This design comes from an exercise in tuning for small area on the open sky130 flow, not from production work. In this exercise RTL edits were held to simulation tests only and were not proved equivalent to the original. Power is estimated from default activity; no workload was simulated.

--- flow/run.sh ---
#!/bin/bash
# synth_recipe.tcl (not shown) runs the flow's synth.tcl, then flattens the netlist and writes it again
# the make line also repeats each setting of config.mk as NAME=value (left out here)
make -C /OpenROAD-flow-scripts/flow DESIGN_CONFIG=/design/flow/config.mk WORK_HOME=/design/flow/orfs CLKGATE_MAP_FILE= SYNTH_SCRIPT=/design/flow/synth_recipe.tcl finish
--- flow/config.mk ---
export PLATFORM = sky130hd
export DESIGN_NAME = Oven
export DESIGN_NICKNAME = Oven
export VERILOG_FILES = /design/flow/design.v
export SDC_FILE = /design/flow/constraint.sdc
export NUM_CORES = 4
export LEC_CHECK = 0
export ABC_AREA = 1
export CAP_MARGIN = 20
export CORE_MARGIN = 2
export CORE_UTILIZATION = 40
export SLEW_MARGIN = 20
--- flow/constraint.sdc ---
create_clock -name core_clock -period 150.0 [get_ports {clk}]
set_input_delay 30.0000 -clock core_clock [delete_from_list [all_inputs] [get_ports {clk}]]
set_output_delay 30.0000 -clock core_clock [all_outputs]
set_load 0.01 [all_outputs]
--- flow/design.v ---
module Oven (input ON_OFF_INPUT,
			 input UP,
			 input DOWN,
			 input SW9,
			 input SW8,
			 input clk,
			 input rst,					 
			 output reg ON_OFF_OUTPUT,	 
			 output reg READY,			 
			 output reg DONE,				 
			 output reg [7:0] HEX0,
			 output reg [7:0] HEX1,
			 output reg [7:0] HEX2,
			 output reg [7:0] HEX3
			);
	reg [2:0] c8;
	reg [1:0] c3;		 
	reg [4:0] c25;
	wire sec_tick  = ~c8[1] & c8[0] & c25[4] & c25[3];
	wire samp_tick = c8[1] & c8[0] & ~c8[2] & c3[1];
	always @ (posedge clk) begin
		if (rst) begin
			c8 <= 0;
			c3 <= 0;
			c25 <= 0;
		end
		else begin
			c8 <= c8 + 1;
			c3 <= {c3[0], ~(c3[0] | c3[1])};
			c25 <= (c25[4] & c25[3]) ? 5'd0 : c25 + 1;
		end
	end
	reg [2:0] m;
	reg st_on, st_mt;
	reg [3:0] ks0; reg [2:0] ks1; reg [3:0] km0; reg [2:0] km1;
	reg [3:0] ts0; reg [2:0] ts1; reg [3:0] tm0; reg [2:0] tm1;
	reg [2:0] oh; reg [3:0] ot; reg [3:0] ou;
	reg [2:0] ph; reg pf;
	reg decrease_temp;
	wire ot_is_pt = pf ? (ot == 4'd5) : (ot == 4'd0);
	wire eq   = (oh == ph) & ot_is_pt & (ou == 4'd0);
	wire eqp1 = (oh == ph) & ot_is_pt & (ou == 4'd1);
	wire eqm1 = pf ? ((oh == ph) & (ot == 4'd4) & (ou == 4'd9))
	               : ((oh == ph - 3'd1) & (ot == 4'd9) & (ou == 4'd9));
	wire lt_p = (oh < ph) | ((oh == ph) & pf & (ot < 4'd5));
	wire near = eq | eqm1 | eqp1;
	wire above_room = (oh != 0) | (ot > 4'd6) | ((ot == 4'd6) & (ou > 4'd5));
	always @ (posedge clk) begin
		if (rst) begin
			m <= 0;
			st_on <= 0;
			st_mt <= 0;
		end
		else if (samp_tick) begin
			m <= {SW9 & ~(UP & DOWN), SW9 & UP, SW8};
			st_on <= ON_OFF_INPUT;
			st_mt <= ON_OFF_INPUT & st_on & (st_mt ? near : eq);
		end
	end
	wire act_inc = m[2] & ~m[1];
	wire act_dec = m[2] & m[1];
	wire t_zero = (ts0 == 0) & (ts1 == 0) & (tm0 == 0) & (tm1 == 0);
	wire t_le_3570 = ~((tm1 == 3'd6) | ((tm1 == 3'd5) & (tm0 == 4'd9) & ((ts1 > 3'd3) | ((ts1 == 3'd3) & (ts0 != 0)))));
	wire t_ge_30 = (tm1 != 0) | (tm0 != 0) | (ts1 >= 3'd3);
	wire heat = st_on & (st_mt ? eqm1 : (lt_p & ~eqm1));
	wire cool = ~heat & (st_on | above_room);
	always @ (posedge clk) begin
		if (rst) begin
			ks0 <= 0; ks1 <= 0; km0 <= 0; km1 <= 0;
			ts0 <= 0; ts1 <= 0; tm0 <= 0; tm1 <= 0;
			oh <= 3'd0; ot <= 4'd6; ou <= 4'd5;
			ph <= 3'd3; pf <= 0;
			decrease_temp <= 0;
			ON_OFF_OUTPUT <= 0;
			READY <= 0;
			DONE <= 0;
		end
		else if (sec_tick) begin
			if (km1 == 3'd6 && km0 == 4'd8 && ks1 == 3'd1 && ks0 == 4'd5) begin
				ks0 <= 0; ks1 <= 0; km0 <= 0; km1 <= 0;
			end
			else if (ks0 != 4'd9) ks0 <= ks0 + 1;
			else begin
				ks0 <= 0;
				if (ks1 != 3'd5) ks1 <= ks1 + 1;
				else begin
					ks1 <= 0;
					if (km0 != 4'd9) km0 <= km0 + 1;
					else begin
						km0 <= 0;
						km1 <= km1 + 1;
					end
				end
			end
			if (~m[0] & act_inc & t_le_3570) begin
				if (ts1 < 3'd3) ts1 <= ts1 + 3'd3;
				else begin
					ts1 <= ts1 - 3'd3;
					if (tm0 != 4'd9) tm0 <= tm0 + 1;
					else begin
						tm0 <= 0;
						tm1 <= tm1 + 1;
					end
				end
			end
			else if (~m[0] & act_dec & t_ge_30) begin
				if (ts1 >= 3'd3) ts1 <= ts1 - 3'd3;
				else begin
					ts1 <= ts1 + 3'd3;
					if (tm0 != 0) tm0 <= tm0 - 1;
					else begin
						tm0 <= 4'd9;
						tm1 <= tm1 - 1;
					end
				end
			end
			else if (READY & ~t_zero) begin
				if (ts0 != 0) ts0 <= ts0 - 1;
				else begin
					ts0 <= 4'd9;
					if (ts1 != 0) ts1 <= ts1 - 1;
					else begin
						ts1 <= 3'd5;
						if (tm0 != 0) tm0 <= tm0 - 1;
						else begin
							tm0 <= 4'd9;
							tm1 <= tm1 - 1;
						end
					end
				end
			end
			if (m[0] & act_inc & ~(ph == 3'd5)) begin
				if (pf) begin ph <= ph + 1; pf <= 0; end
				else pf <= 1;
			end
			else if (m[0] & act_dec & ~(ph == 3'd1 & ~pf)) begin
				if (pf) pf <= 0;
				else begin ph <= ph - 1; pf <= 1; end
			end
			if (heat) begin
				if (ou < 4'd8) ou <= ou + 4'd2;
				else begin
					ou <= ou - 4'd8;
					if (ot != 4'd9) ot <= ot + 1;
					else begin
						ot <= 0;
						oh <= oh + 1;
					end
				end
			end
			else if (cool) begin
				decrease_temp <= ~decrease_temp;
				if (decrease_temp) begin
					if (ou != 0) ou <= ou - 1;
					else begin
						ou <= 4'd9;
						if (ot != 0) ot <= ot - 1;
						else begin
							ot <= 4'd9;
							oh <= oh - 1;
						end
					end
				end
			end
			ON_OFF_OUTPUT <= st_on;
			READY <= st_mt;
			if (st_mt) DONE <= t_zero;
		end
	end
	function [6:0] seg;
		input [3:0] d;
		case (d)
			4'd0: seg = 7'b1000000;
			4'd1: seg = 7'b1111001;
			4'd2: seg = 7'b0100100;
			4'd3: seg = 7'b0110000;
			4'd4: seg = 7'b0011001;
			4'd5: seg = 7'b0010010;
			4'd6: seg = 7'b0000010;
			4'd7: seg = 7'b1111000;
			4'd8: seg = 7'b0000000;
			4'd9: seg = 7'b0010000;
			default: seg = 7'b0111111;
		endcase
	endfunction
	wire is_temp = m[0];
	wire is_set = m[1] | m[2];
	reg [3:0] d3, d2, d1, d0;
	always @ (*) begin
		case ({is_temp, is_set})
			2'b00: begin d3 = {1'b0, km1}; d2 = km0; d1 = {1'b0, ks1}; d0 = ks0; end
			2'b01: begin d3 = {1'b0, tm1}; d2 = tm0; d1 = {1'b0, ts1}; d0 = ts0; end
			2'b10: begin d3 = {1'b0, oh}; d2 = ot; d1 = ou; d0 = 4'd0; end
			default: begin d3 = {1'b0, ph}; d2 = pf ? 4'd5 : 4'd0; d1 = 4'd0; d0 = 4'd0; end
		endcase
		HEX3 = {1'b1, seg(d3)};
		HEX2 = {is_temp, seg(d2)};
		HEX1 = {1'b1, seg(d1)};
		HEX0 = is_temp ? 8'b10001110 : {1'b1, seg(d0)};
	end
endmodule
==> out/results.ini <==
[outcome]
outcome = timing/DRC/antenna clean

[power]
power.leakage_nw = 2.50
p_per_area_nw_per_um2 = 7.59
p_sw_uw = 9.10
p_total_uw = 43.1
swShare_pct = 21.1
power_frac_seq_pct = 38.9
combPwrFrac_pct = 3.3
p_clk_share_pct = 57.8
irDropWorstVdd_mv = 0.00489
p_int_uw = 34.0

[worst_setup_path]
r2r_cells = 17
critPathMaxFanout = 11
cp-end-kind = output pin
rrSetupSlack_ns = 147.15
worstPathRequired_ns = 120.00
cp_cell_sequence = inv_1 -> nor2_2 -> nand2_1 -> o221ai_1 -> o21bai_1 -> inv_1 -> ha_1 -> o21ai_0 -> nand2_1 -> o21ai_0 -> clkdlybuf4s50_1
arrival_ns = 3.16
cp_slowest_stage_delay_ns = 0.56
path_class = reg2out
cp_slowest_cell = clkdlybuf4s50_1
start_kind = register

[cts]
cts_tree = done
cts_resized = 0
cts_root_buffer = clkbuf_16
clock_latency_ns = 0.33
cts_buffer_depth = 2
cts_buffers = 9
cts_hold_buf = 0
cts_setup_buffers = 0
h-tree-depth = 3
path_clk_slew_ns = 0.06
cts_sinks = 62

[drt]
wire_per_inst_microns = 13.9
remaining_drc_errors = 0
ant_nets = 0
vias_per_cell = 5.18
totalWireLength_microns = 12600
firstDrtPassIters = 5
drtIter0Drc = 265
route.vias.total = 4691

[die]
num_rows = 40
core_area_sq_um = 11900
die_x_microns = 114
io_pins = 42
dieHeight_microns = 114
die-area_sq_um = 13000
start_util_pct = 40.6

[finish]
area_delta_synth_final_pct = 17.5
drive_gt1_share_pct = 10.2
n_fill_cell = 1222
diodes = 0
final_nets = 805

[logic_synthesis]
yosys-top-cells-area = dfxtp_1 26%, ha_1 11%, nand2_1 10%
yosysSeqAreaShare_pct = 25.7
ys_types = 57
synth_top_area_share_pct = 25.7
ys.flop_type = dfxtp_1
syn_area_sq_um = 4830
postSynthCellCount = 715
synth_edf_count = 0
ys_seq_elements = 62
yosys_warnings = 1
yosysTopAreaCell = dfxtp_1
synth.most_common_cell = nand2_1
synth_common_cells = 133 x nand2_1, 104 x inv_1, 71 x nor2_1
postSynth.asyncResetShare_pct = 0
syn_avg_cell_area_sq_um = 6.76

[place]
port-buffer-count = 38
preCtsSetupSlack_ns = 117.20
dp_hpwl_microns = 9730
place.gp.congestion = 0.899

[sta]
fin_tns_setup_ns = 0
slew_headroom_pct = 56.5
finalSetupViolCount = 0
min_period_ns = 33.16
finalClockSkew_ns = 0.00617
rsz0062_at_grt = no
drv_slew = 0
finalHoldViolCount = 0
timing.fmax_mhz = 30.2
tightest_slew_ns = 0.646
setup_slack_ns = 116.84
period_share_pct = 22.1

[grt]
gr-usage-all-layers_pct = 20.0
overflow = 0
grt_max_degree = 30
grt_antenna_before_repair = 0
grt_pass1_vias = 4391
grt_pass1_wl_microns = 20800

[min_path]
hold_depth = 1
hp-class = reg2reg

[job]
maxCapViolCount = 0

-- worst paths after layout --
check	startpoint	to
max	m[0]	HEX2[4]
min	c3[1]	c3[0]
max reg2reg	ph[2]	oh[2]
min reg2reg	c3[1]	c3[0]
-- sequential cells by signal (all words and copies together), names as in the netlist --
| signal | count |
|---|---|
| c25 | 5 |
| ot | 4 |
| c3 | 2 |
| ks0 | 4 |
| km0 | 4 |
| ks1 | 3 |
| oh | 3 |
| pf | 1 |
| decrease_temp | 1 |
| st_mt | 1 |
| DONE | 1 |
| ph | 3 |
| tm0 | 4 |
| st_on | 1 |
| ts0 | 4 |
| km1 | 3 |
| ou | 4 |
| m | 3 |
| READY | 1 |
| tm1 | 3 |
| c8 | 3 |
| ts1 | 3 |
| ON_OFF_OUTPUT | 1 |
-- power by group through the flow --
| stage | sequential, mW | combinational, mW | clock, mW |
|---|---|---|---|
| after floorplan | 0.0171 | 0.000952 | 0 |
| after global placement | 0.0171 | 0.00139 | 0 |
| after detailed placement | 0.0171 | 0.00145 | 0 |
| after CTS | 0.0168 | 0.00145 | 0.0253 |
| after global routing | 0.0168 | 0.00162 | 0.0262 |
| final | 0.0168 | 0.00144 | 0.0249 |
-- layout by cell type (no fill, tap or decap), drive strengths merged, types with 2 or more instances in the layout --
cell type and count:
o21a 2, nand2 144, nor3 12, nand3b 2
o31ai 2, and3 3, clkbuf 10, a31oi 2
nor2 85, nand4 12, fa 2, o22ai 6
conb 3, xor2 11, o21ai 78, inv 119
a21oi 50, nor4 3, a211oi 2, or2 4
o2111ai 2, o221ai 4, nand3 37, ha 43
dfxtp 62, o21bai 3, bufinv 3, o211ai 2
clkdlybuf4s50 38, a221oi 4
-- cell type report --
cell class                      instances  area [sq um]  share of cell area [%]
Clock buffer                           10           239                    4.21
Clock inverter                          6           115                    2.03
Inverter                              118           445                    7.84
Multi-Input combinational cell        523          3070                    54.0
Sequential cell                        62          1240                    21.9
Tap cell                              147           184                    3.24
Timing Repair Buffer                   39           388                    6.83
-- layer usage --
metal | GRT usage, % | vias to the layer above | part of all wire [%]
met3 | 4.41 | 28 | 3.8
met4 | 8.62 | 0 | 2.8
li1 | - | 2411 | -
met5 | 0 | - | 0
met1 | 26.2 | 2160 | 48
met2 | 31.8 | 92 | 45
-- through the flow --
| step | hold slack (ns) | cells | instance area (sq um) | util, % |
|---|---|---|---|---|
| floorplan | 0.391 | 717 | 4840 | - |
| global placement | 0.403 | 889 | 5330 | 44.7 |
| detailed placement | 0.413 | 889 | 5330 | 44.7 |
| CTS | 0.426 | 905 | 5680 | 47.7 |
| global route | 0.453 | 905 | 5680 | 47.7 |
| finish | 0.419 | 905 | 5680 | 47.7 |
-- kinds of logic (layout without fill, tap and decap cells) --
family / count (synthesis) / in the layout / synth area share [%]
compound gates: 159 / 159 / 19.3
xor+xnor: 13 / 13 / 2.64
fa+ha+maj: 45 / 45 / 12.0
buf+inv: 132 / 173 / 11.0
flops: 62 / 62 / 25.7
other cells: 1 / 3 / 0.0776
simple gates: 303 / 303 / 29.4
-- worst max-delay path, delay by kind of cell (launching register included) --
kind | cells | cell delay (ns)
buffers and inverters | 3 | 0.92
AO/OA/AOI/OAI | 4 | 0.59
AND/OR/NAND/NOR | 3 | 0.55
flip-flops | 1 | 0.53
adder cells (fa/ha/maj) | 1 | 0.24

[afterwards: timing with drivers on the ports]
The flow's constraints put no driver on any port. The routed layout listed below was extracted and timed again, unchanged, in two steps.
Step 1, drivers: a clkbuf_16 drives clk and a buf_2 each remaining input, both assumed.
Step 2 times the ports against the registers' clock, not the clock port: input delays grow and output delays shrink by t, the midpoint of the rising clock arrivals with the driver on.
Slacks: no drivers / after step 1 / after step 2; pairs: no drivers / after step 1.
shift t [ns]: 0.372
setup slack, ns: 116.836 / 116.796 / 117.168
worst hold slack (ns): 0.419 / 0.419 / 0.419
After both steps this run still meets setup and hold. The setup slack of this run moves by -0.040 ns with the drivers and by +0.332 ns with both steps.
